This design comes from an exercise in tuning for small area, a short achievable clock period and few clock cycles on the open sky130 flow, not from production work.
At most, simulation tests tie the RTL to the original design; equivalence was not proved.
The RTL of run 1 was laid out without a check of its function.

==> flow/design.v (outline; a module is shown in full before it is edited, if it fits) <==
// module tx_path: 94 lines
// module tx_rnd_u: 556 lines
// module tx_rnd_w: 586 lines
// module rx_path: 186 lines
// module rx_sign: 2705 lines
// module dpsk_modem: 51 lines
module dpsk_modem (
  input  logic        clk,
  input  logic        rst_n,
  input  logic        cfg_qpsk,      
  input  logic        cfg_bypass,    
  input  logic        tx_in_valid,
  output logic        tx_in_ready,
  input  logic [7:0]  tx_in_data,
  input  logic        tx_in_last,
  output logic        tx_out_valid,
  input  logic        tx_out_ready,
  output logic [31:0] tx_out_data,
  output logic        tx_out_last,
  input  logic        rx_in_valid,
  output logic        rx_in_ready,
  input  logic [31:0] rx_in_data,
  input  logic        rx_in_last,
  output logic        rx_out_valid,
  input  logic        rx_out_ready,
  output logic [7:0]  rx_out_data,
  output logic        rx_out_last
);
  // ...
==> flow/flow/run.sh <==
#!/bin/bash
set -e
cd "$(dirname "$0")/.."
export SETUP_SLACK_MARGIN=${SETUP_SLACK_MARGIN:-7.5}
bash standard.sh > standard.log 2>&1
==> flow/standard.sh <==
#!/bin/bash
# synth_recipe.tcl (not shown) runs the flow's synth.tcl, then flattens the netlist and writes it again
# the make line also repeats each setting of config.mk as NAME=value (left out here)
make -C /OpenROAD-flow-scripts/flow DESIGN_CONFIG=/design/flow/config.mk WORK_HOME=/design/flow/orfs CLKGATE_MAP_FILE= SYNTH_SCRIPT=/design/flow/synth_recipe.tcl "${@:-finish}"
==> flow/config.mk <==
export PLATFORM = sky130hd
export DESIGN_NAME = dpsk_modem
export DESIGN_NICKNAME = dpsk_modem
export VERILOG_FILES = /design/flow/design.v
export SDC_FILE = /design/flow/constraint.sdc
export NUM_CORES = 4
export LEC_CHECK = 0
export CAP_MARGIN = 20
export CORE_MARGIN = 2
export CORE_UTILIZATION = 40
export SLEW_MARGIN = 20
==> flow/constraint.sdc <==
create_clock -name core_clock -period 14.0 [get_ports {clk}]
set_input_delay 2.8000 -clock core_clock [delete_from_list [all_inputs] [get_ports {clk}]]
set_output_delay 2.8000 -clock core_clock [all_outputs]
set_load 0.01 [all_outputs]
==> results.txt, run 1 <==
status=timing/DRC/antenna clean; met3 usage=0.0526; Yosys Warn Count=5; Pre-antenna DRT Iters=6; Synth Area in Adders=0.394; Final GP Congestion=0.982; DRT Wirelength=155000 um; post-synthesis instance total=4835; Top FF cell, synth=edfxtp_1; Reg clk slew, reported paths=60 ps; Max Freq=0.155 GHz; Seq/Total Area, Yosys=0.119; Reg2Reg Setup Slack=7540 ps; H-Tree Depth=1; CP peak stage delay=680 ps; met2 Usage GRT=0.430; PortBufs=95; initial antenna violation count=1; asr flop ratio synth=0.409; kind of critical path=reg2reg; CTS root buf=clkbuf_16; pre-CTS setup slack=6540 ps
==> module rx_path, before the edit <==
module rx_path (
  input  logic        clk,
  input  logic        rst_n,
  input  logic        qpsk,          
  input  logic        in_valid,
  output logic        in_ready,
  input  logic [31:0] in_data,
  input  logic        in_last,
  output logic        out_valid,
  input  logic        out_ready,
  output logic [7:0]  out_data,
  output logic        out_last
);
  logic [3:0] K;
  assign K = qpsk ? 4'd2 : 4'd1;
  logic signed [15:0] yI, yQ;
  logic [7:0]         pIn, pIo, pIt, pQn, pQo, pQt;
  logic               nsI, nsQ;      
  logic               v1, l1;
  logic               rdy;
  logic               acc;
  assign in_ready = rdy;
  assign acc      = in_valid & rdy;
  logic [7:0] eIn, eIo, eIt, eQn, eQo, eQt;
  logic [16:0] yIx, yQx;
  assign yIx = {yI, 1'b0};
  assign yQx = {yQ, 1'b0};
  always_comb begin
    for (int i = 0; i < 8; i++) begin
      eIn[i] = yIx[2*i+2];
      eIo[i] = yIx[2*i+1] ^ yIx[2*i];
      eIt[i] = (yIx[2*i+2] & ~yIx[2*i+1] & ~yIx[2*i]) | (~yIx[2*i+2] & yIx[2*i+1] & yIx[2*i]);
      eQn[i] = yQx[2*i+2];
      eQo[i] = yQx[2*i+1] ^ yQx[2*i];
      eQt[i] = (yQx[2*i+2] & ~yQx[2*i+1] & ~yQx[2*i]) | (~yQx[2*i+2] & yQx[2*i+1] & yQx[2*i]);
    end
  end
  logic [7:0] reG, imG;
  logic [7:1] reP, imP;
  logic       reX, imX;
  rx_sign u_sign (
    .yI(yI), .yQ(yQ),
    .pIn(pIn), .pIo(pIo), .pIt(pIt),
    .pQn(pQn), .pQo(pQo), .pQt(pQt),
    .reG(reG), .reP(reP), .reX(reX),
    .imG(imG), .imP(imP), .imX(imX)
  );
  logic y_p1, y_m1, y_pj, y_mj;
  assign y_p1 = (yI ==  16'sd32767) && (yQ == 16'sd0);
  assign y_m1 = (yI == -16'sd32767) && (yQ == 16'sd0);
  assign y_pj = (yI == 16'sd0) && (yQ ==  16'sd32767);
  assign y_mj = (yI == 16'sd0) && (yQ == -16'sd32767);
  logic fast, fb0, fb1;
  always_comb begin
    fast = y_p1 | y_m1 | y_pj | y_mj;
    if (y_p1)      begin fb0 = pIn[7]; fb1 = nsQ;    end
    else if (y_m1) begin fb0 = nsI;    fb1 = pQn[7]; end
    else if (y_pj) begin fb0 = pQn[7]; fb1 = pIn[7]; end
    else           begin fb0 = nsQ;    fb1 = nsI;    end
  end
  logic [7:0] reG2, imG2;
  logic [7:1] reP2, imP2;
  logic       reX2, imX2;
  logic       fast2, fb02, fb12;
  logic       v2, l2;
  logic cre, cim;
  always_comb begin
    cre = reG2[0];
    cim = imG2[0];
    for (int i = 1; i < 8; i++) begin
      cre = reG2[i] | (reP2[i] & cre);
      cim = imG2[i] | (imP2[i] & cim);
    end
  end
  logic b0, b1;
  assign b0 = fast2 ? fb02 : (reX2 ^ cre);
  assign b1 = fast2 ? fb12 : (imX2 ^ cim);
  logic [7:0] pk;                      
  logic [3:0] fill;                    
  logic       plast;
  logic [7:0] ob;
  logic       obv, oblast;
  assign out_valid = obv;
  assign out_data  = ob;
  assign out_last  = oblast;
  logic [7:0] pk_sh;
  assign pk_sh = qpsk ? {b1, b0, pk[7:2]} : {b0, pk[7:1]};
  logic pend, done;
  assign pend = (fill == 4'd8);
  assign done = v2 & (fill + K == 4'd8);
  logic [3:0] fill_n, fill_w;
  logic       obv_n, obv_w, plast_n, oblast_n, ob_load;
  always_comb begin
    fill_n   = fill;
    obv_n    = obv & ~out_ready;
    plast_n  = plast;
    oblast_n = oblast;
    ob_load  = 1'b0;
    if (pend) begin
      if (~obv | out_ready) begin
        ob_load  = 1'b1;
        obv_n    = 1'b1;
        oblast_n = plast;
        fill_n   = v2 ? K : 4'd0;
        plast_n  = v2 & l2;
      end
    end else if (v2) begin
      if (done) begin
        if (~obv | out_ready) begin
          ob_load  = 1'b1;
          obv_n    = 1'b1;
          oblast_n = plast | l2;
          fill_n   = 4'd0;
          plast_n  = 1'b0;
        end else begin
          fill_n   = 4'd8;
          plast_n  = plast | l2;
        end
      end else begin
        fill_n  = fill + K;
        plast_n = plast | l2;
      end
    end
    fill_w = fill;
    obv_w  = obv;
    if (pend) begin
      if (~obv) begin
        obv_w  = 1'b1;
        fill_w = v2 ? K : 4'd0;
      end
    end else if (v2) begin
      if (done) begin
        if (~obv) begin
          obv_w  = 1'b1;
          fill_w = 4'd0;
        end else begin
          fill_w = 4'd8;
        end
      end else begin
        fill_w = fill + K;
      end
    end
  end
  logic [4:0] occ_w;
  assign occ_w = {1'b0, K} + (v1 ? {1'b0, K} : 5'd0) + {1'b0, fill_w} + (obv_w ? 5'd8 : 5'd0);
  always_ff @(posedge clk or negedge rst_n) begin
    if (!rst_n) begin
      yI     <= 16'sd32767;
      yQ     <= 16'sd0;
      v1     <= 1'b0;
      v2     <= 1'b0;
      rdy    <= 1'b1;
      fill   <= 4'd0;
      plast  <= 1'b0;
      obv    <= 1'b0;
      oblast <= 1'b0;
    end else begin
      v1 <= acc;
      v2 <= v1;
      if (acc) begin
        yI <= in_data[31:16];
        yQ <= in_data[15:0];
      end
      rdy    <= (occ_w + {1'b0, K}) <= 5'd16;
      fill   <= fill_n;
      plast  <= plast_n;
      obv    <= obv_n;
      oblast <= oblast_n;
    end
  end
  always_ff @(posedge clk) begin
    if (acc) begin
      l1  <= in_last;
      pIn <= eIn; pIo <= eIo; pIt <= eIt;
      pQn <= eQn; pQo <= eQo; pQt <= eQt;
      nsI <= ((yI != 16'sd0) & ~yI[15]) | (yI == -16'sd32768);
      nsQ <= ((yQ != 16'sd0) & ~yQ[15]) | (yQ == -16'sd32768);
    end
    l2    <= l1;
    reG2  <= reG;  reP2 <= reP;  reX2 <= reX;
    imG2  <= imG;  imP2 <= imP;  imX2 <= imX;
    fast2 <= fast; fb02 <= fb0;  fb12 <= fb1;
    if (v2 & ~(pend & obv & ~out_ready)) pk <= pk_sh;
    if (ob_load) ob <= pend ? pk : pk_sh;
  end
endmodule
==> inputs of run 2 (changes only) <==
--- a/flow/design.v
+++ b/flow/design.v
@@ -1383,8 +1383,14 @@
   assign occ_w = {1'b0, K} + (v1 ? {1'b0, K} : 5'd0) + {1'b0, fill_w} + (obv_w ? 5'd8 : 5'd0);
   always_ff @(posedge clk or negedge rst_n) begin
     if (!rst_n) begin
-      yI     <= 16'sd32767;
-      yQ     <= 16'sd0;
+      pIn    <= 8'h7f;
+      pIo    <= 8'h01;
+      pIt    <= 8'h80;
+      pQn    <= 8'h00;
+      pQo    <= 8'h00;
+      pQt    <= 8'h00;
+      nsI    <= 1'b1;
+      nsQ    <= 1'b0;
       v1     <= 1'b0;
       v2     <= 1'b0;
       rdy    <= 1'b1;
@@ -1395,9 +1401,11 @@
     end else begin
       v1 <= acc;
       v2 <= v1;
-      if (acc) begin
-        yI <= in_data[31:16];
-        yQ <= in_data[15:0];
+      if (v1) begin
+        pIn <= eIn; pIo <= eIo; pIt <= eIt;
+        pQn <= eQn; pQo <= eQo; pQt <= eQt;
+        nsI <= ((yI != 16'sd0) & ~yI[15]) | (yI == -16'sd32768);
+        nsQ <= ((yQ != 16'sd0) & ~yQ[15]) | (yQ == -16'sd32768);
       end
       rdy    <= (occ_w + {1'b0, K}) <= 5'd16;
       fill   <= fill_n;
@@ -1407,13 +1415,9 @@
     end
   end
   always_ff @(posedge clk) begin
-    if (acc) begin
-      l1  <= in_last;
-      pIn <= eIn; pIo <= eIo; pIt <= eIt;
-      pQn <= eQn; pQo <= eQo; pQt <= eQt;
-      nsI <= ((yI != 16'sd0) & ~yI[15]) | (yI == -16'sd32768);
-      nsQ <= ((yQ != 16'sd0) & ~yQ[15]) | (yQ == -16'sd32768);
-    end
+    yI <= in_data[31:16];
+    yQ <= in_data[15:0];
+    l1 <= in_last;
     l2    <= l1;
     reG2  <= reG;  reP2 <= reP;  reX2 <= reX;
     imG2  <= imG;  imP2 <= imP;  imX2 <= imX;
--- a/flow/config.mk
+++ b/flow/config.mk
@@ -7,5 +7,5 @@
 export LEC_CHECK = 0
 export CAP_MARGIN = 20
 export CORE_MARGIN = 2
-export CORE_UTILIZATION = 40
+export CORE_UTILIZATION = 60
 export SLEW_MARGIN = 20
==> run 2 against run 1 <==
Against the previous run: still clean on timing, DRC and antenna; worst setup slack improved by 88 ps; area after synthesis decreased by 1.3%; routed wire length shrank 3.0%; critical path depth up 1; critical endpoint is now u_tx.pI[15]$_DFFE_PN0P_; highest routed layer unchanged.
==> results.txt, run 2 <==
status=timing/DRC/antenna clean (unchanged); DIE AREA=76000 sq um (was 115000 sq um); asr flop ratio synth=0.498 (was 0.409); slowest CP cell=dfrtp_2 (was dfstp_4); post-DP HPWL=101000 um (was 106000 um); Area Growth Syn to Fin=8.21% (was 9.90%); Placed Area=45800 sq um (was 47000 sq um); Min-Delay Path Class=reg2reg (unchanged); Slew @ Worst Pin=1110 ps (was 1180 ps); vias in the first global route=38100 (was 38200); largest net degree at the start of global routing=83 (was 53); DRT Wirelength=151000 um (was 155000 um); Pre-antenna DRT Iters=27 (was 6); Total Routing Usage GR=0.403 (was 0.268); Synth top area share=0.320 (was 0.316); Seq/Total Area, Yosys=0.111 (was 0.119); DR iter-0 viols=3967 (was 3393); Slew headroom=0.250 (was 0.213); buffers plus inverters on the worst setup path=6 (was 5); Max FO, Critical Path=9 (was 4); hold path startpoint=u_rx.l1$_DFF_P_ (was u_rx.l1$_DFFE_PP_); H-Tree Depth=1 (unchanged); Worst Setup End Kind=flip-flop (unchanged); CP Launch Point=u_tx.pQ[14]$_DFFE_PN0P_ (was u_tx.pI[8]$_DFFE_PN1P_); Post-synth EDFFs=32 (was 83); initial antenna violation count=0 (was 1); Final Hold Vio Count=0 (unchanged); pre-CTS setup slack=6730 ps (was 6540 ps); Syn Nets=5935 (was 5872); Row Count=99 (was 122); flops & latches, synth=203 (unchanged); Max Cap Viol=0 (unchanged); minimum clock period=6370 ps (was 6460 ps); Setup violations, final=0 (unchanged); distinct cell type count after synthesis=99 (was 117); count leader, synth=inv_1 (unchanged); Hold WS=350 ps (was 339 ps); chip height=276 um (was 339 um); core footprint=73100 sq um (was 111000 sq um); Synth area leader=fa_1 (unchanged); first-pass GRT wire length=231000 um (was 237000 um); critical path, cell by cell=clkinvlp_4 > buf_4 > ha_1 > fa_1 > inv_1 > fa_1 > inv_1 > fa_1 > inv_1 > fa_1 > inv_1 > ha_1 > ha_4 > a21o_1 > a21oi_2 > o21ai_1 > o41a_1 > a211o_1 > a21oi_2 > xnor2_2 > a21oi_2 > or2_4 > a221oi_2 > o32ai_1 (was clkinvlp_4 > buf_4 > fa_1 > inv_1 > fa_2 > fa_1 > fa_1 > inv_1 > fa_1 > inv_1 > ha_1 > ha_4 > a21o_1 > a311oi_2 > a21oi_2 > o2bb2ai_2 > or4_4 > a31oi_2 > xnor2_1 > nand2_2 > a221oi_2 > o21ai_1 > o32ai_2); final worst slack=7630 ps (was 7540 ps); layout cells sized above 1=0.0884 (was 0.0998); DRC=0 (unchanged); Layout Skew=25.4 ps (was 51.7 ps); CTS root buf=clkbuf_16 (unchanged); Die X=276 um (was 339 um); WL per Instance=25.9 um (was 24.6 um); Avg Inst Size Synth=9.04 sq um (was 9.28 sq um); Max Root-Sink Buffers=3 (unchanged); most frequent cells in the layout=inv_1 (861), fa_1 (707), xnor2_1 (535) (was inv_1 (872), fa_1 (705), xnor2_1 (520)); kind of critical path=reg2reg (unchanged); RSZ-0062 raised after global routing=true (unchanged); Clk Latency, worst-skew pair=610 ps (was 640 ps); Worst path top cell family by delay=adder cells (unchanged); Yosys Warn Count=5 (unchanged); largest cells by area after synthesis=fa_1 (32%), xnor2_1 (11%), a22oi_1 (8.2%) (was fa_1 (32%), xnor2_1 (10%), a22oi_1 (8.2%)); most used routing layer=met2 (unchanged); cts hold-fix bufs=0 (unchanged); Via density=6.33 (was 5.83); Top FF cell, synth=dfrtp_1 (was edfxtp_1); Design Area, Final=47900 sq um (was 49300 sq um); Final GP Congestion=1.01 (was 0.982); commonest non-fill, non-tap cell in the layout=inv_1 (unchanged); total congestion overflow=0 (unchanged); post-synthesis instance total=4898 (was 4835); Max Freq=0.157 GHz (was 0.155 GHz); Syn Std Cell Area=44300 sq um (was 44900 sq um); TritonCTS buffer count=27 (was 30); met1 Track Usage GR=0.493 (was 0.348); met2 Usage GRT=0.657 (was 0.430); Req. time, crit path=14420 ps (was 14510 ps); diode count=0 (was 1); Initial Utilization=0.606 (was 0.404); PortBufs=95 (unchanged); Final TNS setup=0 ps (unchanged); Worst R2R Start=u_tx.pQ[14]$_DFFE_PN0P_ (was u_tx.pI[8]$_DFFE_PN1P_); Pins Over Slew Limit=0 (unchanged); Final #Nets=5869 (was 5844); ANT nets after route=0 (unchanged); I/O pins=96 (unchanged); crit share post-route=0.455 (was 0.461); CP Data Arrival Time=6790 ps (was 6970 ps); CP peak stage delay=650 ps (was 680 ps); Reg clk slew, reported paths=60 ps (about the same); CTS tree=yes (unchanged); Synth top cells by count=inv_1 (889), fa_1 (709), xnor2_1 (539), a22oi_1 (486), clkbuf_1 (302) (was inv_1 (902), fa_1 (709), xnor2_1 (521), a22oi_1 (487), ha_1 (278)); clock sinks=203 (unchanged); vias=36800 (about the same); met3 usage=0.0730 (was 0.0526); Worst setup SP type=flip-flop (unchanged)
## run 2: repair_timing
item                                    CTS  global route
pin swaps                                 1            20
resized for setup                        71            57
endpoints found under the setup margin   31            30
buffers inserted                         68            21
hold endpoints to repair                  0             0
## run 2: metal layers
metal,share of wire,up-vias
met2,0.46,2162
li1,-,15900
met3,0.097,598
met5,0,-
met1,0.36,18200
met4,0.076,0
## run 2: logic make-up (layout without fill, tap and decap cells)
| family | Yosys count | in the layout | synth area share |
|---|---|---|---|
| multiplexers | 39 | 39 | 0.00966 |
| XOR/XNOR | 630 | 630 | 0.125 |
| buffers and inverters | 1282 | 1237 | 0.109 |
| flip-flops | 203 | 203 | 0.111 |
| AND/OR/NAND/NOR | 633 | 633 | 0.0697 |
| adder cells (fa/ha/maj) | 988 | 988 | 0.399 |
| AO/OA/AOI/OAI | 1123 | 1123 | 0.177 |
## run 2: area by class of cell
class	instances	area [sq um]
Multi-Input combinational cell	3413	34900
Fill cell	6206	25100
Sequential cell	203	5020
Inverter	906	3500
Timing Repair Buffer	281	2360
Tap cell	959	1200
Clock buffer	34	743
Clock inverter	16	248
## run 2: worst paths after layout
| check | endpoint | slack (ps) | depth (start not counted) |
|---|---|---|---|
| min in group asynchronous | u_tx.ccnt[1]$_DFFE_PN0P_ | 2010 | 1 |
| setup / recovery | u_tx.pI[15]$_DFFE_PN0P_ | 7630 | 24 |
| max in group asynchronous | u_rx.pQn[2]$_DFFE_PN0P_ | 10200 | 3 |
| hold / removal | u_rx.l2$_DFF_P_ | 350 | 0 |
| setup reg to reg | u_tx.pI[15]$_DFFE_PN0P_ | 7630 | 24 |
| hold reg to reg | u_rx.l2$_DFF_P_ | 350 | 0 |
## run 2: through the flow
step	instances	utilization
finish	5812	0.656
global route	5812	0.656
CTS	5791	0.650
detailed placement	5673	0.626
global placement	5673	0.626
floorplan	4898	-
Testbench counts of run 2, summed over its fixed seeds: cycles 2,352.
==> inputs of run 3 (changes only) <==
==> flow/flow/run.sh (replaced) <==
#!/bin/bash
set -e
cd "$(dirname "$0")/.."
export SETUP_SLACK_MARGIN=${SETUP_SLACK_MARGIN:-8.0}
bash standard.sh > standard.log 2>&1
--- a/flow/config.mk
+++ b/flow/config.mk
@@ -7,5 +7,5 @@
 export LEC_CHECK = 0
 export CAP_MARGIN = 20
 export CORE_MARGIN = 2
-export CORE_UTILIZATION = 60
+export CORE_UTILIZATION = 40
 export SLEW_MARGIN = 20
==> run 3 against run 2 <==
Against the previous run: worst hold slack lost 12 ps; register-to-register slack improved by 160 ps; clock skew is 24 ps higher; utilization down 20 points; first-iteration DRC count shrank 18%; worst setup slack improved by 160 ps; count of clock-buffer cells in the layout rose by 4; area after synthesis is the same; sequential share of layout area fell by 0.47 points; final cell count up 10%; fmax rose by 2.6%; via count grew 0.85%.
==> results.txt, run 3 <==
met3 usage=0.0426 (was 0.0730); distinct cell type count after synthesis=99 (unchanged); Max Freq=0.161 GHz (was 0.157 GHz); slowest CP cell=dfstp_4 (was dfrtp_2); initial antenna violation count=0 (unchanged); Final TNS setup=0 ps (unchanged); PortBufs=95 (unchanged); Synth area leader=fa_1 (unchanged); vias=37100 (was 36800); Initial Utilization=0.402 (was 0.606); Max Cap Viol=0 (unchanged); met1 Track Usage GR=0.346 (was 0.493); critical path, cell by cell=clkinvlp_4 > buf_6 > fa_1 > fa_2 > inv_2 > fa_2 > fa_1 > inv_2 > fa_1 > inv_2 > ha_4 > ha_4 > a21o_1 > a21o_1 > a21o_1 > a31oi_4 > a31oi_1 > a311o_1 > xor2_2 > nand3_2 > buf_4 > a21oi_2 > or3_1 > a31oi_1 (was clkinvlp_4 > buf_4 > ha_1 > fa_1 > inv_1 > fa_1 > inv_1 > fa_1 > inv_1 > fa_1 > inv_1 > ha_1 > ha_4 > a21o_1 > a21oi_2 > o21ai_1 > o41a_1 > a211o_1 > a21oi_2 > xnor2_2 > a21oi_2 > or2_4 > a221oi_2 > o32ai_1); Slew headroom=0.238 (was 0.250); Synth top area share=0.320 (unchanged); RSZ-0062 raised after global routing=true (unchanged); Final Hold Vio Count=0 (unchanged); status=timing/DRC/antenna clean (unchanged); I/O pins=96 (unchanged); Post-synth EDFFs=32 (unchanged); kind of critical path=reg2reg (unchanged); layout cells sized above 1=0.129 (was 0.0884); Syn Std Cell Area=44300 sq um (unchanged); Die X=337 um (was 276 um); Worst Setup End Kind=flip-flop (unchanged); Max FO, Critical Path=5 (was 9); post-DP HPWL=103000 um (was 101000 um); CTS tree=yes (unchanged); Placed Area=46500 sq um (was 45800 sq um); Yosys Warn Count=5 (unchanged); post-synthesis instance total=4898 (unchanged); cts hold-fix bufs=0 (unchanged); flops & latches, synth=203 (unchanged); Synth top cells by count=inv_1 (889), fa_1 (709), xnor2_1 (539), a22oi_1 (486), clkbuf_1 (302) (unchanged); clock sinks=203 (unchanged); crit share post-route=0.444 (was 0.455); met2 Usage GRT=0.444 (was 0.657); CTS root buf=clkbuf_16 (unchanged); core footprint=110000 sq um (was 73100 sq um); first-pass GRT wire length=235000 um (was 231000 um); Reg clk slew, reported paths=60 ps (about the same); Row Count=122 (was 99); Syn Nets=5935 (unchanged); vias in the first global route=38300 (was 38100); DRT Wirelength=154000 um (was 151000 um); most used routing layer=met2 (unchanged); count leader, synth=inv_1 (unchanged); largest net degree at the start of global routing=77 (was 83); most frequent cells in the layout=inv_1 (846), fa_1 (690), xnor2_1 (532) (was inv_1 (861), fa_1 (707), xnor2_1 (535)); Slew @ Worst Pin=1140 ps (was 1110 ps); Final #Nets=5948 (was 5869); Pins Over Slew Limit=0 (unchanged); final core area utilization=0.455 (was 0.656); total congestion overflow=0 (unchanged); H-Tree Depth=1 (unchanged); Layout Skew=49.8 ps (was 25.4 ps); largest cells by area after synthesis=fa_1 (32%), xnor2_1 (11%), a22oi_1 (8.2%) (unchanged); WL per Instance=24.0 um (was 25.9 um); Avg Inst Size Synth=9.04 sq um (unchanged); CP peak stage delay=660 ps (was 650 ps); minimum clock period=6210 ps (was 6370 ps); Max Root-Sink Buffers=3 (unchanged); Req. time, crit path=14490 ps (was 14420 ps); DR iter-0 viols=3235 (was 3967); TritonCTS buffer count=28 (was 27); chip height=337 um (was 276 um); diode count=0 (unchanged); Final GP Congestion=0.937 (was 1.01); Area Growth Syn to Fin=13.3% (was 8.21%); Design Area, Final=50200 sq um (was 47900 sq um); ANT nets after route=0 (unchanged); Seq/Total Area, Yosys=0.111 (unchanged); fillcell total=10600 (was 6206); Pre-antenna DRT Iters=6 (was 27); DIE AREA=113000 sq um (was 76000 sq um); asr flop ratio synth=0.498 (unchanged); Via density=5.78 (was 6.33); Clk Latency, worst-skew pair=620 ps (was 610 ps); CP Data Arrival Time=6710 ps (was 6790 ps); Setup violations, final=0 (unchanged); Min-Delay Path Class=reg2reg (unchanged); Hold WS=338 ps (was 350 ps); DRC=0 (unchanged); commonest non-fill, non-tap cell in the layout=inv_1 (unchanged); Total Routing Usage GR=0.271 (was 0.403); area of the multi-input gates=35800 sq um (was 34900 sq um); Worst setup SP type=flip-flop (unchanged); register area=5020 sq um (about the same); Top FF cell, synth=dfrtp_1 (unchanged)
run 3: cell counts after synthesis:
Identical to the previous run, type by type.
run 3: layout make-up:
cell class                      count  area share
Tap cell                         1488      0.0371
Inverter                          906      0.0698
Clock inverter                     14     0.00227
Clock buffer                       38      0.0159
Multi-Input combinational cell   3413       0.714
Timing Repair Buffer              359      0.0610
Sequential cell                   203       0.100
run 3: timing repair:
| item | CTS | global route |
|---|---|---|
| gates cloned | 0 | 0 |
| pin swaps | 68 | 121 |
| hold endpoints to repair | 0 | 0 |
| setup buffers | 113 | 47 |
| setup endpoints to repair | 40 | 34 |
| resized for setup | 194 | 138 |
run 3: critical path: cells and delay by family, from the launching register on:
kind	cells	cell delay, ps
AND/OR/NAND/NOR	2	540
AO/OA/AOI/OAI	8	1390
buffers and inverters	6	560
flip-flops	1	660
XOR/XNOR	1	170
adder cells (fa/ha/maj)	7	2810
run 3: worst paths after layout:
path	from	end	cells past startpoint	slack [ps]
setup / recovery	u_tx.pI[7]$_DFFE_PN1P_	u_tx.pI[14]$_DFFE_PN1P_	24	7790
hold / removal	u_rx.l1$_DFF_P_	u_rx.l2$_DFF_P_	0	340
setup reg to reg	u_tx.pI[7]$_DFFE_PN1P_	u_tx.pI[14]$_DFFE_PN1P_	24	7790
hold reg to reg	u_rx.l1$_DFF_P_	u_rx.l2$_DFF_P_	0	340
max in group asynchronous	rst_n	u_rx.pQn[2]$_DFFE_PN0P_	2	10330
min in group asynchronous	rst_n	u_tx.ccnt[0]$_DFFE_PN0P_	1	2250
run 3: cell families (layout without fill, tap and decap cells):
logic type,Yosys count,after routing,share of synthesized area
flops,203,203,0.111
mux,39,39,0.00966
simple gates,633,633,0.0697
xor+xnor,630,630,0.125
compound gates,1123,1123,0.177
buf+inv,1282,1317,0.109
fa+ha+maj,988,988,0.399
run 3: through the flow:
stage	instances	setup slack, ps
3_3_place_gp	6209	6610
4_1_cts	6374	7830
5_1_grt	6421	7590
3_5_place_dp	6209	6490
2_1_floorplan	4898	8000
6_report	6421	7790
run 3: layer usage:
layer / part of all wire / vias up
met2: 0.47 / 1955
met3: 0.079 / 476
li1: - / 16000
met1: 0.39 / 18700
met4: 0.060 / 0
met5: 0 / -
==> inputs of run 4 (changes only) <==
==> flow/flow/run.sh (replaced) <==
#!/bin/bash
set -e
cd "$(dirname "$0")/.."
export SETUP_SLACK_MARGIN=${SETUP_SLACK_MARGIN:-7.0}
bash standard.sh > standard.log 2>&1
==> run 4 against run 3 <==
Against the previous run: clock skew down 12 ps; via count fell by 2.2%; non-clock buffer count decreased by 128; worst setup slack worse by 680 ps; routed wire length is 3.4% lower; first-iteration DRC count is 11% higher; final cell count decreased by 2.0%; critical path type unchanged; critical endpoint is now u_tx.pI[15]$_DFFE_PN0P_; highest routed layer is now met5.
==> results.txt, run 4 <==
post-synthesis instance total=4898 (unchanged); Avg Inst Size Synth=9.04 sq um (unchanged); DRT Wirelength=149000 um (was 154000 um); status=timing/DRC/antenna clean (unchanged); Min-Delay Path Class=reg2reg (unchanged); Max Root-Sink Buffers=3 (unchanged); total congestion overflow=0 (unchanged); Syn Nets=5935 (unchanged); Area Growth Syn to Fin=8.00% (was 13.3%); Pre-antenna DRT Iters=6 (unchanged); diode count=0 (unchanged); Post-synth EDFFs=32 (unchanged); first-pass GRT wire length=228000 um (was 235000 um); Max Cap Viol=0 (unchanged); RSZ-0062 raised after global routing=true (unchanged); CTS root buf=clkbuf_16 (unchanged); critical path, cell by cell=clkinvlp_4 > fa_1 > fa_1 > inv_1 > fa_1 > fa_1 > inv_1 > fa_1 > inv_1 > fa_1 > ha_1 > a21o_1 > a21oi_1 > o21ai_0 > a21o_1 > a211o_1 > a21oi_1 > xnor2_1 > a21oi_1 > or2_2 > a221oi_1 > o32ai_1 (was clkinvlp_4 > buf_6 > fa_1 > fa_2 > inv_2 > fa_2 > fa_1 > inv_2 > fa_1 > inv_2 > ha_4 > ha_4 > a21o_1 > a21o_1 > a21o_1 > a31oi_4 > a31oi_1 > a311o_1 > xor2_2 > nand3_2 > buf_4 > a21oi_2 > or3_1 > a31oi_1); flops & latches, synth=203 (unchanged); Finished Layout Cells=6293 (was 6421); Clk Latency, worst-skew pair=610 ps (was 620 ps); DIE AREA=113000 sq um (unchanged); CP peak stage delay=800 ps (was 660 ps); placed insts=6206 (was 6209); fillcell total=10900 (was 10600); post-DP HPWL=102000 um (was 103000 um); Pins Over Slew Limit=0 (unchanged); I/O pins=96 (unchanged); Top FF cell, synth=dfrtp_1 (unchanged); Final GP Congestion=0.950 (was 0.937); crit share post-route=0.492 (was 0.444); Synth top cells by count=inv_1 (889), fa_1 (709), xnor2_1 (539), a22oi_1 (486), clkbuf_1 (302) (unchanged); Layout Skew=37.9 ps (was 49.8 ps); CP Data Arrival Time=7380 ps (was 6710 ps); largest net degree at the start of global routing=59 (was 77); Reg clk slew, reported paths=70 ps (was 60 ps); Req. time, crit path=14480 ps (was 14490 ps); slowest CP cell=dfstp_2 (was dfstp_4); Placed Area=46500 sq um (about the same); Worst setup SP type=flip-flop (unchanged); vias=36300 (was 37100); largest cells by area after synthesis=fa_1 (32%), xnor2_1 (11%), a22oi_1 (8.2%) (unchanged); Syn Std Cell Area=44300 sq um (unchanged); kind of critical path=reg2reg (unchanged); Final #Nets=5820 (was 5948); DRC=0 (unchanged); PortBufs=95 (unchanged); minimum clock period=6890 ps (was 6210 ps); ANT nets after route=0 (unchanged); H-Tree Depth=1 (unchanged); TritonCTS buffer count=28 (unchanged); Final Hold Vio Count=0 (unchanged); distinct cell type count after synthesis=99 (unchanged); count leader, synth=inv_1 (unchanged); Hold WS=363 ps (was 338 ps); Max Freq=0.145 GHz (was 0.161 GHz); layout cells sized above 1=0.0631 (was 0.129); DR iter-0 viols=3599 (was 3235); Total Routing Usage GR=0.262 (was 0.271); Final TNS setup=0 ps (unchanged); Synth area leader=fa_1 (unchanged); Slew @ Worst Pin=1130 ps (was 1140 ps); Yosys Warn Count=5 (unchanged); Slew headroom=0.243 (was 0.238); Worst Setup End Kind=flip-flop (unchanged); Synth top area share=0.320 (unchanged); CTS tree=yes (unchanged); chip height=337 um (unchanged); commonest non-fill, non-tap cell in the layout=inv_1 (unchanged); asr flop ratio synth=0.498 (unchanged); clock sinks=203 (unchanged); cell mode on critical path=fa_1; initial antenna violation count=1 (was 0); WL per Instance=23.6 um (was 24.0 um); Max FO, Critical Path=8 (was 5); Row Count=122 (unchanged); Initial Utilization=0.402 (unchanged); Design Area, Final=47800 sq um (was 50200 sq um); Via density=5.76 (was 5.78); most frequent cells in the layout=inv_1 (875), fa_1 (709), xnor2_1 (539) (was inv_1 (846), fa_1 (690), xnor2_1 (532)); Die X=337 um (unchanged); Setup violations, final=0 (unchanged); core footprint=110000 sq um (unchanged); Seq/Total Area, Yosys=0.111 (unchanged); vias in the first global route=37200 (was 38300)
==> run 4: cell count changes in the layout (fill, tap and decap cells not counted), sizes merged <==
cell      change
clkbuf        -1
bufinv        +2
clkinv        +2
clkinvlp     -14
buf         -128
inv          +11
==> run 4: through the flow <==
| step | setup WS (ps) | utilization |
|---|---|---|
| CTS | 7060 | 0.431 |
| finish | 7110 | 0.434 |
| global route | 6950 | 0.434 |
| global placement | 6940 | 0.422 |
| detailed placement | 6870 | 0.422 |
| floorplan | 7970 | - |
==> run 4: layout make-up <==
type | count | area [sq um] | area share
well taps | 1488 | 1860 | 0.0389
repair buffers | 231 | 1970 | 0.0412
clock buffers | 37 | 818 | 0.0171
multi-input cells | 3413 | 34600 | 0.723
inverters | 906 | 3450 | 0.0722
clock inverters | 15 | 173 | 0.00361
flip-flops and latches | 203 | 4970 | 0.104
==> run 4: kinds of logic after synthesis <==
group                    count (synthesis)  synth area share
AO/OA/AOI/OAI                         1123             0.177
XOR/XNOR                               630             0.125
adder cells (fa/ha/maj)                988             0.399
buffers and inverters                 1282             0.109
flip-flops                             203             0.111
multiplexers                            39           0.00966
AND/OR/NAND/NOR                        633            0.0697
==> run 4: worst paths after layout <==
kind                                         start                       to  slack [ps]  cells after the start
max                        u_tx.pI[12]$_DFFE_PN1P_  u_tx.pI[15]$_DFFE_PN0P_        7110                     22
min                                u_rx.l1$_DFF_P_          u_rx.l2$_DFF_P_         360                      0
max reg2reg                u_tx.pI[12]$_DFFE_PN1P_  u_tx.pI[15]$_DFFE_PN0P_        7110                     22
min reg2reg                        u_rx.l1$_DFF_P_          u_rx.l2$_DFF_P_         360                      0
max in group asynchronous                    rst_n  u_rx.pQn[2]$_DFFE_PN0P_       10250                      2
min in group asynchronous                    rst_n      u_tx.nv$_DFFE_PN0P_        2250                      1
==> run 4: timing repair <==
action                                  in CTS  in global routing
resized for setup                            1                 37
endpoints found under the setup margin       3                 22
buffers inserted                             0                 35
pin swaps                                    0                  0
hold buffers                                 0                  0
==> run 4: critical path, delay by kind of cell, from the launching register on <==
kind                       cells  cell delay [ps]
DFF                            1              800
and+or+nand+nor                1              330
AOI/OAI and AO/OA              9             1850
adders and majority gates      7             3130
buffers and inverters          4              470
xor gates and xnor gates       1              210
==> run 4: layer usage <==
metal	vias to the layer above	track usage	part of all wire
li1	15800	-	-
met1	18200	0.338	0.39
met2	1910	0.436	0.47
met3	422	0.0423	0.085
met4	2	0.112	0.048
met5	-	0	0.000054
==> inputs of run 5 (changes only) <==
==> flow/flow/run.sh (replaced) <==
#!/bin/bash
set -e
cd "$(dirname "$0")/.."
export SETUP_SLACK_MARGIN=${SETUP_SLACK_MARGIN:-7.5}
bash standard.sh > standard.log 2>&1
--- a/flow/config.mk
+++ b/flow/config.mk
@@ -8,4 +8,5 @@
 export CAP_MARGIN = 20
 export CORE_MARGIN = 2
 export CORE_UTILIZATION = 40
+export PLACE_DENSITY = 0.8
 export SLEW_MARGIN = 20
==> run 5 against run 4 <==
Against the previous run: still clean; critical path depth increased by 2; area after synthesis did not move; fmax increased by 7.1%; design area up 0.97%; critical path type unchanged.
==> results.txt, run 5 <==
status=timing/DRC/antenna clean (unchanged); Pre-antenna DRT Iters=10 (was 6); crit share post-route=0.460 (was 0.492); count leader, synth=inv_1 (unchanged); Top FF cell, synth=dfrtp_1 (unchanged); Worst Reg-to-Reg Cells=24 (was 22); Max FO, Critical Path=3 (was 8); H-Tree Depth=1 (unchanged); Synth top cells by count=inv_1 (889), fa_1 (709), xnor2_1 (539), a22oi_1 (486), clkbuf_1 (302) (unchanged); critical path, cell by cell=clkinvlp_4 > fa_1 > inv_1 > fa_1 > inv_1 > fa_1 > inv_1 > fa_1 > inv_1 > fa_1 > inv_1 > ha_1 > ha_1 > a21o_1 > a21oi_1 > o21ai_0 > o41a_1 > a211o_4 > a21oi_2 > xnor2_2 > a21oi_2 > a22o_1 > a211oi_1 > a32o_1 (was clkinvlp_4 > fa_1 > fa_1 > inv_1 > fa_1 > fa_1 > inv_1 > fa_1 > inv_1 > fa_1 > ha_1 > a21o_1 > a21oi_1 > o21ai_0 > a21o_1 > a211o_1 > a21oi_1 > xnor2_1 > a21oi_1 > or2_2 > a221oi_1 > o32ai_1); ANT nets after route=0 (unchanged); minimum clock period=6440 ps (was 6890 ps); asr flop ratio synth=0.498 (unchanged); Via density=5.98 (was 5.76); commonest non-fill, non-tap cell in the layout=inv_1 (unchanged); Reg clk slew, reported paths=70 ps (about the same); Pins Over Slew Limit=0 (unchanged); distinct cell type count after synthesis=99 (unchanged); kind of critical path=reg2reg (unchanged); Final Hold Vio Count=0 (unchanged); Clk Latency, worst-skew pair=610 ps (about the same); Row Count=122 (unchanged); post-synthesis instance total=4898 (unchanged); DRT Wirelength=145000 um (was 149000 um); Post-synth EDFFs=32 (unchanged); post-DP HPWL=97200 um (was 102000 um); Slew @ Worst Pin=1110 ps (was 1130 ps); Hold EP=u_rx.l2$_DFF_P_ (unchanged); layout cells sized above 1=0.0816 (was 0.0631); vias in the first global route=39500 (was 37200); first-pass GRT wire length=225000 um (was 228000 um); Final #Nets=5857 (was 5820); Finished Layout Cells=6329 (was 6293); CP peak stage delay=670 ps (was 800 ps); Syn Std Cell Area=44300 sq um (unchanged); CTS tree=yes (unchanged); Avg Inst Size Synth=9.04 sq um (unchanged); Syn Nets=5935 (unchanged); Max Root-Sink Buffers=3 (unchanged); Worst setup SP type=flip-flop (unchanged); Req. time, crit path=14510 ps (was 14480 ps); Final GP Congestion=0.982 (was 0.950); Area Growth Syn to Fin=9.05% (was 8.00%); Total Routing Usage GR=0.254 (was 0.262); Reg2Reg Setup Slack=7560 ps (was 7110 ps); placed insts=6202 (was 6206); slowest CP cell=dfstp_4 (was dfstp_2); core footprint=110000 sq um (unchanged); chip height=337 um (unchanged); largest cells by area after synthesis=fa_1 (32%), xnor2_1 (11%), a22oi_1 (8.2%) (unchanged); vias=37900 (was 36300); I/O pins=96 (unchanged); Synth area leader=fa_1 (unchanged); largest net degree at the start of global routing=80 (was 59); Layout Skew=33.3 ps (was 37.9 ps); Worst R2R Start=u_tx.pI[10]$_DFFE_PN1P_ (was u_tx.pI[12]$_DFFE_PN1P_); Final TNS setup=0 ps (unchanged); Hold WS=325 ps (was 363 ps); WHS Path Cells=0 (unchanged); DRC=0 (unchanged); TritonCTS buffer count=27 (was 28); Worst Setup End Kind=flip-flop (unchanged); CTS root buf=clkbuf_16 (unchanged); initial antenna violation count=0 (was 1); diode count=0 (unchanged); Initial Utilization=0.402 (unchanged); DR iter-0 viols=4971 (was 3599); Max Freq=0.155 GHz (was 0.145 GHz); Setup violations, final=0 (unchanged); clock sinks=203 (unchanged); final core area utilization=0.438 (was 0.434); CP Data Arrival Time=6950 ps (was 7380 ps); hold path startpoint=u_rx.l1$_DFF_P_ (unchanged); Synth top area share=0.320 (unchanged); PortBufs=95 (unchanged); DIE AREA=113000 sq um (unchanged); flops & latches, synth=203 (unchanged); most frequent cells in the layout=inv_1 (866), fa_1 (708), xnor2_1 (537) (was inv_1 (875), fa_1 (709), xnor2_1 (539)); Slew headroom=0.238 (was 0.243); Max Cap Viol=0 (unchanged); WL per Instance=22.9 um (was 23.6 um); capturing point of the worst reg2reg path=u_tx.pQ[15]$_DFFE_PN0P_ (was u_tx.pI[15]$_DFFE_PN0P_); Yosys Warn Count=5 (unchanged); fillcell total=10400 (was 10900); total congestion overflow=0 (unchanged); Die X=337 um (unchanged); Min-Delay Path Class=reg2reg (unchanged); RSZ-0062 raised after global routing=true (unchanged); Seq/Total Area, Yosys=0.111 (unchanged)
[run 5: per-layer routing]
metal | global-route usage | vias to the layer above | wire [um]
met1 | 0.310 | 18400 | 51700
met5 | 0 | - | 0
met4 | 0.150 | 0 | 10700
met3 | 0.0682 | 796 | 18500
met2 | 0.402 | 2829 | 64200
li1 | - | 15800 | -
[run 5: critical path, delay by kind of cell, from the launching register on]
kind	cells	cell delay [ps]
fa+ha+maj	7	2780
compound gates	10	2230
flops	1	670
buf+inv	6	490
xor+xnor	1	160
[run 5: what timing repair did]
action / 4_1_cts / 5_1_grt
endpoints found under the setup margin: 32 / 30
hold buffers: 0 / 0
cloned: 0 / 0
gates resized for setup: 55 / 61
buffers inserted: 61 / 16
pin swaps: 3 / 10
endpoints found under the hold margin: 0 / 0
[run 5: cell families after synthesis]
group	synth area share
and+or+nand+nor	0.0697
adders and majority gates	0.399
xor gates and xnor gates	0.125
DFF	0.111
muxes	0.00966
buffers and inverters	0.109
AOI/OAI and AO/OA	0.177
[run 5: worst max path at each step]
| stage | from | end | slack [ps] |
|---|---|---|---|
| 3_3_place_gp | u_tx.pQ[8]$_DFFE_PN0P_ | u_tx.pI[11]$_DFFE_PN1P_ | 6710 |
| 6_report | u_tx.pI[10]$_DFFE_PN1P_ | u_tx.pQ[15]$_DFFE_PN0P_ | 7560 |
| 3_5_place_dp | u_tx.pQ[12]$_DFFE_PN0P_ | u_tx.pI[15]$_DFFE_PN0P_ | 6650 |
| 4_1_cts | u_tx.pQ[15]$_DFFE_PN0P_ | u_tx.pI[15]$_DFFE_PN0P_ | 7460 |
| 2_1_floorplan | u_tx.pI[2]$_DFFE_PN1P_ | u_tx.pI[15]$_DFFE_PN0P_ | 7970 |
| 5_1_grt | u_tx.pI[2]$_DFFE_PN1P_ | u_tx.pI[13]$_DFFE_PN1P_ | 7380 |
[run 5: area by class of cell]
cell class                      instances  area (sq um)  area share
Tap cell                             1488          1860      0.0385
Clock buffer                           36           749      0.0155
Timing Repair Buffer                  269          2270      0.0469
Clock inverter                         14          96.3     0.00199
Sequential cell                       203          5000       0.104
Multi-Input combinational cell       3413         34800       0.721
Inverter                              906          3490      0.0723
[run 5: per-stage QoR]
stage | area, sq um | worst slack, ps
final | 48300 | 7560
after global routing | 48300 | 7380
after floorplan | 44300 | 7970
after detailed placement | 46400 | 6650
after global placement | 46400 | 6710
after CTS | 47900 | 7460
==> inputs of run 6 (changes only) <==
--- a/flow/config.mk
+++ b/flow/config.mk
@@ -5,8 +5,8 @@
 export SDC_FILE = /design/flow/constraint.sdc
 export NUM_CORES = 4
 export LEC_CHECK = 0
+export ABC_AREA = 1
 export CAP_MARGIN = 20
 export CORE_MARGIN = 2
 export CORE_UTILIZATION = 40
-export PLACE_DENSITY = 0.8
 export SLEW_MARGIN = 20
==> run 6 against run 5 <==
Against the previous run: sequential cell count unchanged; routed wire length up 9.5%; fmax up 1.7%; count of clock-buffer cells in the layout down 3; critical path depth up 1; final cell count up 9.8%; worst setup slack better by 110 ps; die area up 0.53%; largest cell class unchanged.
==> results.txt, run 6 <==
largest net degree at the start of global routing=75 (was 80); Placed Area=46900 sq um (was 46400 sq um); initial antenna violation count=3 (was 0); Setup violations, final=0 (unchanged); Pre-antenna DRT Iters=7 (was 10); fillcell total=11100 (was 10400); ANT nets after route=0 (unchanged); most frequent cells in the layout=inv_1 (1133), fa_1 (709), nand2_1 (667) (was inv_1 (866), fa_1 (708), xnor2_1 (537)); DIE AREA=114000 sq um (was 113000 sq um); Req. time, crit path=14520 ps (was 14510 ps); Max Freq=0.158 GHz (was 0.155 GHz); Syn Std Cell Area=44500 sq um (was 44300 sq um); chip height=338 um (was 337 um); CP Data Arrival Time=6850 ps (was 6950 ps); post-DP HPWL=117000 um (was 97200 um); Slew headroom=0.318 (was 0.238); Layout Skew=22.0 ps (was 33.3 ps); core footprint=111000 sq um (was 110000 sq um); Max FO, Critical Path=6 (was 3); Initial Utilization=0.403 (was 0.402); H-Tree Depth=1 (unchanged); Worst Reg-to-Reg Cells=25 (was 24); Synth top cells by count=inv_1 (1155), fa_1 (709), nand2_1 (667), xor2_1 (571), o22ai_1 (498) (was inv_1 (889), fa_1 (709), xnor2_1 (539), a22oi_1 (486), clkbuf_1 (302)); layout cells sized above 1=0.0745 (was 0.0816); count leader, synth=inv_1 (unchanged); Clk Latency, worst-skew pair=620 ps (was 610 ps); Hold EP=u_rx.l2$_DFF_P_ (unchanged); Design Area, Final=48500 sq um (was 48300 sq um); total congestion overflow=0 (unchanged); area of the multi-input gates=33900 sq um (was 34800 sq um); post-synthesis instance total=5453 (was 4898); Die X=338 um (was 337 um); commonest non-fill, non-tap cell in the layout=inv_1 (unchanged); Syn Nets=6490 (was 5935); distinct cell type count after synthesis=65 (was 99); Post-synth EDFFs=32 (unchanged); Synth area leader=fa_1 (unchanged); CP peak stage delay=760 ps (was 670 ps); Max Cap Viol=0 (unchanged); Finished Layout Cells=6952 (was 6329); clock sinks=203 (unchanged); placed insts=6831 (was 6202); I/O pins=96 (unchanged); register area=4970 sq um (was 5000 sq um); minimum clock period=6330 ps (was 6440 ps); Synth top area share=0.319 (was 0.320); WL per Instance=22.9 um (about the same); flops & latches, synth=203 (unchanged); first-pass GRT wire length=240000 um (was 225000 um); Reg clk slew, reported paths=70 ps (about the same); Worst R2R Start=u_tx.pI[13]$_DFFE_PN1P_ (was u_tx.pI[10]$_DFFE_PN1P_); Final #Nets=6479 (was 5857); capturing point of the worst reg2reg path=u_tx.pQ[6]$_DFFE_PN0P_ (was u_tx.pQ[15]$_DFFE_PN0P_); Seq/Total Area, Yosys=0.111 (about the same); Reg2Reg Setup Slack=7670 ps (was 7560 ps); RSZ-0062 raised after global routing=false (was true); vias=39100 (was 37900); PortBufs=95 (unchanged); slowest CP cell=dfstp_2 (was dfstp_4); TritonCTS buffer count=28 (was 27); Slew @ Worst Pin=1010 ps (was 1110 ps); Worst Setup End Kind=flip-flop (unchanged); CTS tree=yes (unchanged); Min-Delay Path Class=reg2reg (unchanged); diode count=0 (unchanged); hold path startpoint=u_rx.l1$_DFF_P_ (unchanged); DRC=0 (unchanged); CTS root buf=clkbuf_16 (unchanged); DRT Wirelength=159000 um (was 145000 um); Via density=5.63 (was 5.98); largest cells by area after synthesis=fa_1 (32%), xor2_1 (11%), inv_1 (9.7%) (was fa_1 (32%), xnor2_1 (11%), a22oi_1 (8.2%)); WHS Path Cells=0 (unchanged); Final Hold Vio Count=0 (unchanged); Max Root-Sink Buffers=3 (unchanged); Worst setup SP type=flip-flop (unchanged); Area Growth Syn to Fin=8.83% (was 9.05%); asr flop ratio synth=0.498 (unchanged); crit share post-route=0.452 (was 0.460); Yosys Warn Count=5 (unchanged); vias in the first global route=39400 (was 39500); Final TNS setup=0 ps (unchanged); Avg Inst Size Synth=8.17 sq um (was 9.04 sq um); Pins Over Slew Limit=0 (unchanged); Final GP Congestion=0.973 (was 0.982); Top FF cell, synth=dfrtp_1 (unchanged); Total Routing Usage GR=0.279 (was 0.254); DR iter-0 viols=4233 (was 4971); kind of critical path=reg2reg (unchanged); status=timing/DRC/antenna clean (unchanged); Row Count=122 (unchanged)
[run 6: changes by cell type in the layout (fill, tap and decap cells not counted), sizes merged, moves of 36 or more]
cell    previous run  this run
xnor2            539        18
a22oi            486         3
nand3             40       172
nand2b            36         0
o22ai             13       500
a21o              56        12
inv              880      1169
o21ai            144       224
nand2            165       709
xor2              91       573
[run 6: per-stage QoR]
| stage | setup slack [ps] | hold slack (ps) | util |
|---|---|---|---|
| final | 7670 | 328 | 0.439 |
| after detailed placement | 7080 | 313 | 0.424 |
| after global placement | 7100 | 313 | 0.424 |
| after CTS | 7500 | 328 | 0.432 |
| after global routing | 7470 | 336 | 0.439 |
| after floorplan | 8500 | 310 | - |
[run 6: worst max-delay path: cells and delay by family, from the launching register on]
family	cells	cell delay, ps
adder cells (fa/ha/maj)	7	2830
AO/OA/AOI/OAI	6	1190
flip-flops	1	760
buffers and inverters	6	740
AND/OR/NAND/NOR	5	540
XOR/XNOR	1	160
[run 6: worst max-delay path by stage]
| stage | from | end | slack (ps) |
|---|---|---|---|
| floorplan | u_tx.pI[4]$_DFFE_PN1P_ | u_tx.pQ[15]$_DFFE_PN0P_ | 8500 |
| global placement | u_tx.pI[15]$_DFFE_PN0P_ | u_tx.pQ[13]$_DFFE_PN0P_ | 7100 |
| detailed placement | u_tx.pI[15]$_DFFE_PN0P_ | u_tx.pQ[13]$_DFFE_PN0P_ | 7080 |
| CTS | u_tx.pI[3]$_DFFE_PN1P_ | u_tx.pQ[13]$_DFFE_PN0P_ | 7500 |
| global route | u_tx.pQ[5]$_DFFE_PN0P_ | u_tx.pQ[15]$_DFFE_PN0P_ | 7470 |
| finish | u_tx.pI[13]$_DFFE_PN1P_ | u_tx.pQ[6]$_DFFE_PN0P_ | 7670 |
[run 6: area by class of cell]
| cell class | count | share of cell area |
|---|---|---|
| flip-flops and latches | 203 | 0.103 |
| clock buffers | 33 | 0.0151 |
| multi-input cells | 3748 | 0.700 |
| clock inverters | 19 | 0.00369 |
| repair buffers | 262 | 0.0455 |
| inverters | 1199 | 0.0944 |
| well taps | 1488 | 0.0384 |
[run 6: logic make-up (layout without fill, tap and decap cells)]
logic type	after synthesis	in the layout	share of synthesized area
buffers and inverters	1502	1513	0.129
XOR/XNOR	591	591	0.117
adder cells (fa/ha/maj)	987	987	0.397
AND/OR/NAND/NOR	1195	1195	0.117
AO/OA/AOI/OAI	975	975	0.130
flip-flops	203	203	0.111
[run 6: layer usage]
metal | vias to the layer above | track usage | part of all wire
met5 | - | 0.00170 | 0.00026
met4 | 6 | 0.117 | 0.050
met3 | 479 | 0.0735 | 0.12
met2 | 2308 | 0.425 | 0.43
met1 | 19200 | 0.376 | 0.40
li1 | 17100 | - | -
[run 6: repair_timing]
item | CTS | global route
setup buffers | 0 | 69
hold buffers | 0 | 0
gates resized for setup | 2 | 46
endpoints found under the setup margin | 25 | 23
pin swaps | 0 | 2
hold endpoints to repair | 0 | 0
==> inputs of run 7 (changes only) <==
--- a/flow/config.mk
+++ b/flow/config.mk
@@ -5,7 +5,6 @@
 export SDC_FILE = /design/flow/constraint.sdc
 export NUM_CORES = 4
 export LEC_CHECK = 0
-export ABC_AREA = 1
 export CAP_MARGIN = 20
 export CORE_MARGIN = 2
 export CORE_UTILIZATION = 40
==> run 7 against run 6 <==
Against the previous run: fmax is 0.24% lower; area after synthesis is 0.53% lower; final cell count is 8.8% lower; non-clock buffer count is 19 higher; critical endpoint is now u_tx.pQ[14]$_DFFE_PN0P_.
==> results.txt, run 7 <==
WL per Instance=23.8 um (was 22.9 um); post-DP HPWL=102000 um (was 117000 um); Max Freq=0.158 GHz (about the same); Synth top area share=0.320 (was 0.319); largest net degree at the start of global routing=59 (was 75); Pins Over Slew Limit=0 (unchanged); Setup violations, final=0 (unchanged); cts hold-fix bufs=0 (unchanged); DRC=0 (unchanged); distinct cell type count after synthesis=99 (was 65); post-synthesis instance total=4898 (was 5453); Worst Setup End Kind=flip-flop (unchanged); slowest CP cell=dfstp_4 (was dfstp_2); Layout Skew=30.0 ps (was 22.0 ps); total congestion overflow=0 (unchanged); Final TNS setup=0 ps (unchanged); flops & latches, synth=203 (unchanged); Pre-antenna DRT Iters=6 (was 7); pre-CTS setup slack=6870 ps (was 7080 ps); Slew @ Worst Pin=1070 ps (was 1010 ps); asr flop ratio synth=0.498 (unchanged); CP Data Arrival Time=6830 ps (was 6850 ps); Max FO, Critical Path=5 (was 6); PortBufs=95 (unchanged); largest cells by area after synthesis=fa_1 (32%), xnor2_1 (11%), a22oi_1 (8.2%) (was fa_1 (32%), xor2_1 (11%), inv_1 (9.7%)); Yosys Warn Count=5 (unchanged); Top FF cell, synth=dfrtp_1 (unchanged); layout cells sized above 1=0.0849 (was 0.0745); diode count=0 (unchanged); chip height=337 um (was 338 um); status=timing/DRC/antenna clean (unchanged); Die X=337 um (was 338 um); CP peak stage delay=690 ps (was 760 ps); count leader, synth=inv_1 (unchanged); crit share post-route=0.453 (was 0.452); Slew headroom=0.266 (was 0.318); area of the multi-input gates=34800 sq um (was 33900 sq um); TritonCTS buffer count=28 (unchanged); Final Hold Vio Count=0 (unchanged); Finished Layout Cells=6343 (was 6952); clock sinks=203 (unchanged); critical path, cell by cell=clkinvlp_4 > fa_1 > fa_1 > inv_1 > fa_1 > fa_1 > inv_1 > fa_1 > inv_1 > ha_1 > ha_1 > a21o_1 > a21o_1 > a21o_1 > a31oi_2 > a31oi_1 > a311o_1 > xor2_2 > nand3_2 > a211oi_2 > o21ai_1 > a32o_1; fillcell total=10900 (was 11100); Post-synth EDFFs=32 (unchanged); commonest non-fill, non-tap cell in the layout=inv_1 (unchanged); minimum clock period=6350 ps (was 6330 ps); cell mode on critical path=fa_1; core footprint=110000 sq um (was 111000 sq um); Seq/Total Area, Yosys=0.111 (about the same); Row Count=122 (unchanged); first-pass GRT wire length=231000 um (was 240000 um); Max Root-Sink Buffers=3 (unchanged); I/O pins=96 (unchanged); Syn Nets=5935 (was 6490); most frequent cells in the layout=inv_1 (864), fa_1 (706), xnor2_1 (537) (was inv_1 (1133), fa_1 (709), nand2_1 (667)); Clk Latency, worst-skew pair=610 ps (was 620 ps); DIE AREA=113000 sq um (was 114000 sq um); Final #Nets=5870 (was 6479); Final GP Congestion=0.950 (was 0.973); Via density=5.76 (was 5.63); ANT nets after route=0 (unchanged); RSZ-0062 raised after global routing=true (was false); vias=36500 (was 39100); Synth area leader=fa_1 (unchanged); CTS root buf=clkbuf_16 (unchanged); DR iter-0 viols=3472 (was 4233); Max Cap Viol=0 (unchanged); Total Routing Usage GR=0.266 (was 0.279); vias in the first global route=37600 (was 39400); kind of critical path=reg2reg (unchanged); placed insts=6206 (was 6831); register area=5010 sq um (was 4970 sq um); Area Growth Syn to Fin=9.55% (was 8.83%); Synth top cells by count=inv_1 (889), fa_1 (709), xnor2_1 (539), a22oi_1 (486), clkbuf_1 (302) (was inv_1 (1155), fa_1 (709), nand2_1 (667), xor2_1 (571), o22ai_1 (498)); CTS tree=yes (unchanged); initial antenna violation count=2 (was 3); Initial Utilization=0.402 (was 0.403); Worst path top cell family by delay=adder cells (unchanged); final worst slack=7650 ps (was 7670 ps); Avg Inst Size Synth=9.04 sq um (was 8.17 sq um); Min-Delay Path Class=reg2reg (unchanged); DRT Wirelength=151000 um (was 159000 um); H-Tree Depth=1 (unchanged); Req. time, crit path=14480 ps (was 14520 ps); Worst setup SP type=flip-flop (unchanged); Reg clk slew, reported paths=60 ps (was 70 ps); Syn Std Cell Area=44300 sq um (was 44500 sq um); buffers plus inverters on the worst setup path=4 (was 6)
run 7: cell count changes after synthesis, moves of 64 or more:
cell	delta
nand3_1	-125
xnor2_1	+521
nand2_1	-502
xor2_1	-480
inv_1	-266
o22ai_1	-485
o21ai_0	-64
a22oi_1	+483
clkbuf_1	+107
run 7: worst reg2reg max path, cell delays in order (launching register included):
cell and delay [ps]:
dfstp_4 690, clkinvlp_4 190, fa_1 520, fa_1 550, inv_1 50, fa_1 390, fa_1 520, inv_1 50
fa_1 480, inv_1 50, ha_1 270, ha_1 240, a21o_1 190, a21o_1 160, a21o_1 190, a31oi_2 230
a31oi_1 110, a311o_1 380, xor2_2 240, nand3_2 150, a211oi_2 270, o21ai_1 80, a32o_1 240
run 7: per-layer routing:
| metal | vias up | global-route usage | routed length, um |
|---|---|---|---|
| met5 | - | 0 | 22 |
| met1 | 18300 | 0.341 | 59400 |
| met3 | 445 | 0.0465 | 13000 |
| met2 | 1899 | 0.438 | 70400 |
| li1 | 15900 | - | - |
| met4 | 4 | 0.122 | 7860 |
run 7: final timing paths:
kind / depth (start not counted) / slack, ps / start / end
worst max-delay path: 22 / 7650 / u_tx.pI[5]$_DFFE_PN1P_ / u_tx.pQ[14]$_DFFE_PN0P_
worst min-delay path: 0 / 360 / u_rx.l1$_DFF_P_ / u_rx.l2$_DFF_P_
worst max register to register: 22 / 7650 / u_tx.pI[5]$_DFFE_PN1P_ / u_tx.pQ[14]$_DFFE_PN0P_
worst min register to register: 0 / 360 / u_rx.l1$_DFF_P_ / u_rx.l2$_DFF_P_
max in group asynchronous: 2 / 10300 / rst_n / u_rx.pQn[2]$_DFFE_PN0P_
min in group asynchronous: 1 / 2230 / rst_n / u_tx.nv$_DFFE_PN0P_
run 7: stage by stage:
stage          area, sq um  utilization  hold WS (ps)
6_report             48500        0.440           363
5_1_grt              48500        0.440           368
4_1_cts              48100        0.436           364
3_5_place_dp         46500        0.422           343
3_3_place_gp         46500        0.422           349
2_1_floorplan        44300            -           310
run 7: area by class of cell:
class / count / area share
inverter: 906 / 0.0720
tap: 1488 / 0.0384
multi-input combinational: 3413 / 0.718
clock inverter: 15 / 0.00356
sequential: 203 / 0.103
clock buffer: 37 / 0.0169
timing repair buffer: 281 / 0.0485
run 7: logic make-up (layout without fill, tap and decap cells):
| logic type | after synthesis | after routing | share of synthesized area |
|---|---|---|---|
| muxes | 39 | 39 | 0.00966 |
| xor gates and xnor gates | 630 | 630 | 0.125 |
| and+or+nand+nor | 633 | 633 | 0.0697 |
| adders and majority gates | 988 | 988 | 0.399 |
| DFF | 203 | 203 | 0.111 |
| AOI/OAI and AO/OA | 1123 | 1123 | 0.177 |
| buffers and inverters | 1282 | 1239 | 0.109 |
run 7: what timing repair did:
item | 4_1_cts | 5_1_grt
setup buffers | 62 | 23
endpoints found under the setup margin | 26 | 30
gates cloned | 0 | 0
pin swaps | 0 | 14
resized for setup | 52 | 64

separate check: timing with driven ports:
No port has a modelled driver above. Below, the same layouts with a new extraction and two added sets of constraints.
Step 1: set_driving_cell puts a clkbuf_16 on clk and a buf_2 on each other input, an assumption about the parent block.
Step 2 moves the port delays by t, midway between the first and last clock arrival at a register: inputs arrive t later, outputs are due t later. That takes back most of the time a late clock gives input paths.
Three values: ideal, step 1, step 2; two values: the first two.
run	t (ns)	setup slack, ns	hold WS [ns]	latest minus earliest clock arrival (ns)	cell pins on the clock port's net
run 1	0.683	7.540 / 7.540 / 7.540	0.339 / 0.339 / 0.339	0.052 / 0.052	1
run 2	0.663	7.628 / 7.628 / 7.628	0.350 / 0.350 / 0.350	0.025 / 0.025	1
run 3	0.661	7.789 / 7.789 / 7.789	0.338 / 0.338 / 0.338	0.050 / 0.049	1
run 4	0.660	7.105 / 7.105 / 7.105	0.363 / 0.363 / 0.363	0.039 / 0.040	1
run 5	0.652	7.561 / 7.561 / 7.561	0.325 / 0.325 / 0.325	0.033 / 0.034	1
run 6	0.678	7.670 / 7.670 / 7.670	0.328 / 0.328 / 0.328	0.028 / 0.028	1
run 7	0.661	7.654 / 7.654 / 7.654	0.363 / 0.363 / 0.363	0.032 / 0.032	1
After both steps setup and hold are still met in every run listed.
